From an optimization exercise on the open Yosys and OpenROAD flow, aimed at small area; shortcuts taken in it are not production practice. Function was checked by simulation only, so behaviour that the tests miss may differ from the original. Power figures rest on the tool's default switching activity, not on a simulated workload.

`design.v`:
```
module mac_sd(X, A, C, ACC, S);
input	[15:0]	X;
input	[7:0]	A;
input	[7:0]	C;
input	[15:0]	ACC;
output	[15:0]	S;
wire [7:0] pos = A & ~C;
wire [7:0] neg = C & ~A;
wire [4:0]  t0 = X[15:11];
wire [5:0]  t1 = X[15:10];
wire [6:0]  t2 = X[15:9];
wire [7:0]  t3 = X[15:8];
wire [8:0]  t4 = X[15:7];
wire [9:0]  t5 = X[15:6];
wire [10:0] t6 = X[15:5];
wire [11:0] t7 = X[15:4];
wire [4:0]  v0 = ((t0 & {5{pos[0]}})  | (~t0 & {5{neg[0]}}))  ^ 5'h10;
wire [5:0]  v1 = ((t1 & {6{pos[1]}})  | (~t1 & {6{neg[1]}}))  ^ 6'h20;
wire [6:0]  v2 = ((t2 & {7{pos[2]}})  | (~t2 & {7{neg[2]}}))  ^ 7'h40;
wire [7:0]  v3 = ((t3 & {8{pos[3]}})  | (~t3 & {8{neg[3]}}))  ^ 8'h80;
wire [8:0]  v4 = ((t4 & {9{pos[4]}})  | (~t4 & {9{neg[4]}}))  ^ 9'h100;
wire [9:0]  v5 = ((t5 & {10{pos[5]}}) | (~t5 & {10{neg[5]}})) ^ 10'h200;
wire [10:0] v6 = ((t6 & {11{pos[6]}}) | (~t6 & {11{neg[6]}})) ^ 11'h400;
wire [11:0] v7 = ((t7 & {12{pos[7]}}) | (~t7 & {12{neg[7]}})) ^ 12'h800;
wire [3:0] ncnt = neg[0] + neg[1] + neg[2] + neg[3] + neg[4] + neg[5] + neg[6] + neg[7];
assign S = ACC + v0 + v1 + v2 + v3 + v4 + v5 + v6 + v7 + ncnt + 16'hF010;
endmodule
module audio_mixer(
	clk,
	nRst,
	ad_ws,
	ad_bck,
	ad_di,
	ad_do,
	ad_l3md,
	ad_l3clk,
	ad_l3data,
	mcu_data,
	mcu_wr,
	mcu_cmd_data_sw,
	mcu_l3md,
	mcu_l3clk,
	mcu_l3data,
	mcu_cs1,
	mcu_cs0,
	led
);
input		clk;
input		nRst;
output	[3:0]	ad_ws;
output	[3:0]	ad_bck;
input	[3:0]	ad_di;
output	[3:0]	ad_do;
output	[3:0]	ad_l3md;
output	[3:0]	ad_l3clk;
output	[3:0]	ad_l3data;
input	[7:0]	mcu_data;
input		mcu_wr;
input		mcu_cmd_data_sw;
input		mcu_l3md;
input		mcu_l3clk;
input		mcu_l3data;
input		mcu_cs1;
input		mcu_cs0;
output	[2:0]	led;
reg	[8:0]	cnt;
always @(posedge clk or negedge nRst)
	if (!nRst)
		cnt <= 9'd0;
	else
		cnt <= cnt + 9'd1;
wire	ws_edge  = (cnt[7:0] == 8'd0);		 
wire	ws_rise  = ws_edge & ~cnt[8];
wire	ws_fall  = ws_edge &  cnt[8];
wire	bck_rise = (cnt[3:0] == 4'd8);		 
wire	tx_shift = (cnt[3:0] == 4'd3);		 
wire	par = cnt[8] ^ ws_edge;
assign ad_ws  = {4{~cnt[8]}};
assign ad_bck = {4{cnt[3]}};
wire [1:0] cs = {mcu_cs1, mcu_cs0};
genvar gk;
generate for (gk = 0; gk < 4; gk = gk + 1) begin : l3
	assign ad_l3md[gk]   = (cs == gk) ? mcu_l3md   : 1'b1;
	assign ad_l3clk[gk]  = (cs == gk) ? mcu_l3clk  : 1'b1;
	assign ad_l3data[gk] = (cs == gk) ? mcu_l3data : 1'b1;
end endgenerate
assign led = {3{ad_di[0]}};
reg	[15:0]	rx0, rx1, rx2, rx3;
reg	[15:0]	dl0, dl1, dl2, dl3;		 
reg	[15:0]	dr0, dr1, dr2, dr3;		 
always @(posedge clk or negedge nRst)
	if (!nRst) begin
		rx0 <= 16'd0; rx1 <= 16'd0; rx2 <= 16'd0; rx3 <= 16'd0;
	end else if (bck_rise) begin
		rx0 <= {rx0[14:0], ad_di[0]};
		rx1 <= {rx1[14:0], ad_di[1]};
		rx2 <= {rx2[14:0], ad_di[2]};
		rx3 <= {rx3[14:0], ad_di[3]};
	end
always @(posedge clk or negedge nRst)
	if (!nRst) begin
		dl0 <= 16'd0; dl1 <= 16'd0; dl2 <= 16'd0; dl3 <= 16'd0;
	end else if (ws_rise) begin
		dl0 <= rx0; dl1 <= rx1; dl2 <= rx2; dl3 <= rx3;
	end
always @(posedge clk or negedge nRst)
	if (!nRst) begin
		dr0 <= 16'd0; dr1 <= 16'd0; dr2 <= 16'd0; dr3 <= 16'd0;
	end else if (ws_fall) begin
		dr0 <= rx0; dr1 <= rx1; dr2 <= rx2; dr3 <= rx3;
	end
wire	cmd_wr  = mcu_wr &  mcu_cmd_data_sw;
wire	data_wr = mcu_wr & ~mcu_cmd_data_sw;
reg	[7:0]	cmd_r;
always @(posedge clk or negedge nRst)
	if (!nRst)
		cmd_r <= 8'h00;
	else if (cmd_wr)
		cmd_r <= mcu_data;
wire	tvalid = (cmd_r[7:6] == 2'b11);
wire	gain_we = data_wr & tvalid;
reg	[511:0]	gv;
genvar gi;
generate for (gi = 0; gi < 64; gi = gi + 1) begin : gain
	always @(posedge clk or negedge nRst)
		if (!nRst)
			gv[gi*8 +: 8] <= 8'h80;
		else if (gain_we && cmd_r[5:0] == gi)
			gv[gi*8 +: 8] <= mcu_data;
end endgenerate
reg	[5:0]	ecnt;		 
reg		hv;		 
reg	[7:0]	hg;		 
reg	[4:0]	hp;		 
reg		pend;		 
reg	[7:0]	cur;		 
reg	[7:0]	orig;		 
reg	[15:0]	acc0, acc1, acc2, acc3;
reg	[15:0]	out0, out1, out2, out3;
reg	[16:0]	tx0, tx1, tx2, tx3;
wire	[4:0]	tp = {cmd_r[5:4], cmd_r[2:0]};
wire		trel = tvalid & (cmd_r[3] == par);
wire		tdone = trel & ({1'b0, tp} < ecnt);
wire		capture = data_wr & tdone & ~pend;
wire		op = pend & (cmd_wr | ws_edge);
wire		proc = hv & ~op;
wire		rd = ~ecnt[5] & ~capture & (~hv | proc);
wire	[5:0]	eaddr = {ecnt[4:3], par, ecnt[2:0]};
wire	[5:0]	maddr = capture ? cmd_r[5:0] : eaddr;
wire	[7:0]	mval = gv[maddr*8 +: 8];
wire	[7:0]	rdval = (gain_we && cmd_r[5:0] == eaddr) ? mcu_data : mval;
wire	[2:0]	ui = op ? cmd_r[2:0] : hp[2:0];
wire	[1:0]	uk = op ? cmd_r[5:4] : hp[4:3];
wire	[7:0]	ua = op ? cur : hg;
wire	[7:0]	uc = op ? orig : 8'h00;
reg	[15:0]	x;
always @(*)
	case (ui)
	3'd0: x = dl0;
	3'd1: x = dr0;
	3'd2: x = dl1;
	3'd3: x = dr1;
	3'd4: x = dl2;
	3'd5: x = dr2;
	3'd6: x = dl3;
	default: x = dr3;
	endcase
reg	[15:0]	accs;
always @(*)
	case (uk)
	2'd0: accs = acc0;
	2'd1: accs = acc1;
	2'd2: accs = acc2;
	default: accs = acc3;
	endcase
wire	[15:0]	sum;
mac_sd mac(.X(x), .A(ua), .C(uc), .ACC(accs), .S(sum));
wire	wacc = op | proc;
always @(posedge clk or negedge nRst)
	if (!nRst) begin
		acc0 <= 16'd0; acc1 <= 16'd0; acc2 <= 16'd0; acc3 <= 16'd0;
		out0 <= 16'd0; out1 <= 16'd0; out2 <= 16'd0; out3 <= 16'd0;
	end else if (ws_edge) begin
		out0 <= (op && uk == 2'd0) ? sum : acc0;
		out1 <= (op && uk == 2'd1) ? sum : acc1;
		out2 <= (op && uk == 2'd2) ? sum : acc2;
		out3 <= (op && uk == 2'd3) ? sum : acc3;
		acc0 <= 16'd0; acc1 <= 16'd0; acc2 <= 16'd0; acc3 <= 16'd0;
	end else if (wacc) begin
		if (uk == 2'd0) acc0 <= sum;
		if (uk == 2'd1) acc1 <= sum;
		if (uk == 2'd2) acc2 <= sum;
		if (uk == 2'd3) acc3 <= sum;
	end
always @(posedge clk or negedge nRst)
	if (!nRst) begin
		ecnt <= 6'd0;
		hv <= 1'b0;
		hg <= 8'd0;
		hp <= 5'd0;
		pend <= 1'b0;
		orig <= 8'd0;
	end else if (ws_edge) begin
		ecnt <= 6'd0;
		hv <= 1'b0;
		pend <= 1'b0;
	end else begin
		if (rd) begin
			hv <= 1'b1;
			hg <= rdval;
			hp <= ecnt[4:0];
			ecnt <= ecnt + 6'd1;
		end else if (proc)
			hv <= 1'b0;
		if (capture) begin
			pend <= 1'b1;
			orig <= mval;
		end else if (cmd_wr)
			pend <= 1'b0;
	end
always @(posedge clk or negedge nRst)
	if (!nRst)
		cur <= 8'd0;
	else if (data_wr)
		cur <= mcu_data;
always @(posedge clk or negedge nRst)
	if (!nRst) begin
		tx0 <= 17'd0; tx1 <= 17'd0; tx2 <= 17'd0; tx3 <= 17'd0;
	end else if (ws_edge) begin
		tx0 <= {1'b0, out0}; tx1 <= {1'b0, out1};
		tx2 <= {1'b0, out2}; tx3 <= {1'b0, out3};
	end else if (tx_shift) begin
		tx0 <= {tx0[15:0], 1'b0}; tx1 <= {tx1[15:0], 1'b0};
		tx2 <= {tx2[15:0], 1'b0}; tx3 <= {tx3[15:0], 1'b0};
	end
assign ad_do = {tx3[16], tx2[16], tx1[16], tx0[16]};
endmodule
```
`constraint.sdc`:
```
create_clock -name core_clock -period 20.0 [get_ports {clk}]
set_input_delay 4.0000 -clock core_clock [delete_from_list [all_inputs] [get_ports {clk}]]
set_output_delay 4.0000 -clock core_clock [all_outputs]
set_load 0.01 [all_outputs]
```
`run.sh`:
```
#!/bin/bash
# synth_recipe.tcl (not shown) runs the flow's synth.tcl, then flattens the netlist and writes it again
# the make line also repeats each setting of config.mk as NAME=value (left out here)
make -C /OpenROAD-flow-scripts/flow DESIGN_CONFIG=/design/flow/config.mk WORK_HOME=/design/flow/orfs CLKGATE_MAP_FILE= SYNTH_SCRIPT=/design/flow/synth_recipe.tcl finish
```
`config.mk`:
```
export PLATFORM = sky130hd
export DESIGN_NAME = audio_mixer
export DESIGN_NICKNAME = audio_mixer
export VERILOG_FILES = /design/flow/design.v
export SDC_FILE = /design/flow/constraint.sdc
export NUM_CORES = 4
export LEC_CHECK = 0
export CAP_MARGIN = 20
export CORE_MARGIN = 2
export CORE_UTILIZATION = 45
export PLACE_DENSITY = 0.55
export SLEW_MARGIN = 20
```
==> results.txt <==
Cells and area
Counting the fill cells in the layout gives 9305. The net total in the final layout is 4115. In the final layout, the share of cells above drive strength 1 is 0.266. The antenna cell count is 0.

The area growth from synthesis to layout is 10.4%.

Global route
Entering global routing, the biggest net connects 156 pins. The number of global-route vias before repair came to about 32000. The overflow left after global routing is 0.

The initial antenna violation count is 0. The global-route wire length before repair is between 150000 and 200000 um. The overall global routing resource usage is 0.232.

Floorplan
The overall die width is between 300 and 400 um. The number of top-level pins is 48. The die covers 0.106 mm^2. The floorplan step defined a core boundary enclosing approximately 0.10 mm^2. The die is 326 um tall.

The initial standard-cell utilization of the core is 0.456. The initialized floorplan defines 117 standard-cell rows.

Run status
The flow ran to the end and the layout has no timing, DRC or antenna violations.

Drt
Using the TritonRoute via totals, the vias-per-cell ratio works out to 5.76. The residual DRC count is 0. The remaining number of nets flagged by the antenna check after routing is 0.

Detailed routing inserted a total of 31200 vias. After detailed routing, the average wire length per cell comes to 22.7 um. Summed over all layers, the routed wires come to 123000 um. The detailed router's first-iteration violation count is approximately 2300. The pre-antenna-repair detailed-routing pass consisted of 6 iterations.

Critical path
The largest individual stage delay along the critical path comes from the cell fa_1. In this run the worst path has a maximum fanout of 26. In this design, the stage delay of the slowest critical-path cell is 0.54 ns.

Data arrives at the worst endpoint at 13.34 ns. The worst setup path category is in -> reg. The critical path endpoint category is a flip-flop. The required time of the worst setup path is 20.61 ns. In this design, the critical path's most frequently occurring cell is fa_1.

The worst setup path is launched from an input pin.

Pwr
Total power for the finished layout comes to 9.23 mW. The portion of total power attributed to the clock network is 0.205. In this run the power spent charging and discharging nets is 4.25 mW.

The share of total power dissipated in sequential elements is 0.237. For this design the ratio of total power to cell area is 180 mW/mm^2. The worst-case IR drop observed on VDD is a little over 600 uV.

Summed over all cells, the static leakage comes to 23.9 nW. The switching power share of the total is 0.461. The internal power of the cells totals 4.98 mW. The share of total power in combinational logic is 0.558.

Clock network
In this run the number of H-tree levels came out at 3. The number of gates resized after CTS was 0. The number of post-CTS setup repair buffers is 0.

The maximum buffer depth of the clock tree is 3. TritonCTS built the clock tree. The number of buffers inserted during clock tree synthesis is 103.

The clock edge transition at the registers on the reported setup and hold paths is 0.06 ns. At the later pin of the worst-skew pair, clock insertion delay measures slightly below 0.7 ns. The number of sinks on the clock net is approximately 920. The tree is rooted in a clkbuf_16.

The total of hold buffers inserted after clock tree synthesis is 0.

Yosys
The share of Yosys cell area claimed by the top area cell type is 0.461. After synthesis, the most frequently instantiated cells are dfrtp_1 (858), mux2_2 (719), nand2_1 (646). Summing every instance area after synthesis gives 0.0465 mm^2. Counting every net in the synthesized netlist gives 4224. By area the synthesized netlist is led by dfrtp_1 (46%), mux2_2 (17%), nand2_1 (5.2%).

The number of synthesized register bits is 922. Synthesis handed over a netlist of 4079 instances. The count of flip-flops with a built-in enable after synthesis is 0.

In the synthesized netlist the dominant register cell turns out to be dfrtp_1. The count of cell types in the netlist is 63. Counting flops with an async set or reset pin after synthesis yields a share of 1.00.

The sequential-to-total area share from yosys stat is 0.497. The cell type with the largest total area after synthesis is dfrtp_1. The synthesized area per cell is 11.4 um^2. For this run, the number of Yosys warnings is 1.

By instance count, the leading cell after synthesis is dfrtp_1.

Placed design
The sum of net half-perimeters after detailed placement is 74100 um. Buffers placed on the I/O ports in this run total 47. The routability-driven placement congestion ratio is 0.852.

STA
The aggregate negative setup slack is 0 ns. Based on the critical path, the design can be clocked at up to 0.0785 GHz. The normalized max-slew margin is 0.259. The clock period could shrink to 12.74 ns.

Setup violations remaining at the end of the flow were counted as 0. On the final layout, the worst clock skew is 0.0214 ns. The number of hold violations in the final report is 0. The max-slew violation total from the final report is 0.

Setup repair after global routing left no endpoint under its margin. In the finished design, the share of the clock period the worst path needs comes to 0.637. At the pin with the least slew margin, the transition time is 1.11 ns.

Worst hold path
The path type of the worst min-delay path is reg -> reg.

Flow run
The number of maximum-capacitance constraint violations is 0.
## worst paths after layout
check	to	slack [ns]	depth (start not counted)	start
max	out0[13]$_DFFE_PN0P_	7.26	33	mcu_cmd_data_sw
min	tx2[0]$_DFFE_PN0P_	0.47	2	out2[0]$_DFFE_PN0P_
max reg2reg	out0[13]$_DFFE_PN0P_	10.08	26	cnt[4]$_DFF_PN0_
min reg2reg	tx2[0]$_DFFE_PN0P_	0.47	2	out2[0]$_DFFE_PN0P_
max in group asynchronous	tx2[9]$_DFFE_PN0P_	12.79	5	nRst
min in group asynchronous	dr0[4]$_DFFE_PN0P_	3.32	1	nRst
## cell usage in the layout, fill, tap and decap left out, drive strengths merged, types with 44 or more instances in the layout
cell type and n:
a21oi 94, a22oi 44, a31oi 74, a32o 48, a32oi 48, buf 74
clkbuf 169, dfrtp 858, dfstp 64, fa 61, ha 63, inv 126
mux2 719, mux2i 225, nand2 646, nand4 56, nor2 149, nor3 59
o21ai 63, o221ai 48
## worst max-delay path: cells and delay by family
kind / cells / cell delay, ns
buf+inv: 7 / 1.00
compound gates: 6 / 1.54
fa+ha+maj: 11 / 5.00
xor+xnor: 2 / 0.71
simple gates: 7 / 1.08
## power by group through the flow
| stage | clock, mW | combinational (mW) | sequential, mW |
|---|---|---|---|
| 4_1_cts | 1.94 | 5.16 | 2.18 |
| 2_1_floorplan | 0 | 3.78 | 2.15 |
| 6_report | 1.90 | 5.15 | 2.19 |
| 3_3_place_gp | 0 | 5.11 | 2.21 |
| 3_5_place_dp | 0 | 5.12 | 2.22 |
| 5_1_grt | 2.02 | 5.72 | 2.21 |
## per-stage QoR
step                std cells  hold WS, ns  setup WS (ns)   util  area, um^2
floorplan                4079        0.439           7.52      -       46500
CTS                      5417        0.466           7.20  0.503       51400
global route             5417        0.486           6.80  0.503       51400
global placement         5233        0.447           6.48  0.470       48000
finish                   5417        0.467           7.26  0.503       51400
detailed placement       5233        0.451           6.49  0.470       48000
## final cells by class
| type | count | area (um^2) | share of cell area |
|---|---|---|---|
| Multi-Input combinational cell | 2708 | 21700 | 0.423 |
| Clock inverter | 15 | 235 | 0.00458 |
| Tap cell | 1368 | 1710 | 0.0333 |
| Sequential cell | 922 | 23200 | 0.451 |
| Clock buffer | 169 | 3150 | 0.0613 |
| Timing Repair Buffer | 112 | 961 | 0.0187 |
| Inverter | 123 | 464 | 0.00903 |
## cells by family after synthesis
logic type / Yosys count / synth area share
multiplexers: 966 / 0.233
XOR/XNOR: 30 / 0.00581
flip-flops: 922 / 0.497
AND/OR/NAND/NOR: 1049 / 0.0965
adder cells (fa/ha/maj): 124 / 0.0432
buffers and inverters: 449 / 0.0394
AO/OA/AOI/OAI: 539 / 0.0843
## metal layers
metal,wire length (um),GRT usage,vias to the layer above
li1,-,-,14290
met1,58400,0.336,16170
met2,57300,0.369,568
met3,4220,0.0290,172
met4,2770,0.0596,0
met5,0,0,-
## state kept, by name, summed over array words and instances, names as in the netlist, 16 cells and up
| signal | cells |
|---|---|
| acc0 | 16 |
| acc1 | 16 |
| acc2 | 16 |
| acc3 | 16 |
| gv | 512 |
| out0 | 16 |
| out1 | 16 |
| out2 | 16 |
| out3 | 16 |
| rx0 | 16 |
| rx1 | 16 |
| rx2 | 16 |
| rx3 | 16 |
| tx0 | 17 |
| tx1 | 17 |
| tx2 | 17 |
| tx3 | 17 |

-- re-timing with driven ports --
In the flow no input, the clock included, has a driving cell. The finished layout below was timed again as built, in two steps. Step 1: set_driving_cell puts a clkbuf_16 on clk and a buf_2 on each other input, an assumption about the parent block. Step 2 moves the port delays by t, midway between the first and last clock arrival at a register: inputs arrive t later, outputs are due t later. That takes back most of the time a late clock gives input paths. Three values: no drivers, after step 1, after step 2; two values: the first two.
t, ns: 0.744
slack for setup (ns): 7.261 / 7.303 / 6.558
worst register clock-pin slew, ns: 0.06 / 0.06
worst slew at a driven data input, ns: 0.06
pins driven straight from the clock port: 1
After both steps this run still meets setup and hold. The setup slack of this run moves by +0.042 ns with the drivers and by -0.703 ns with both steps.
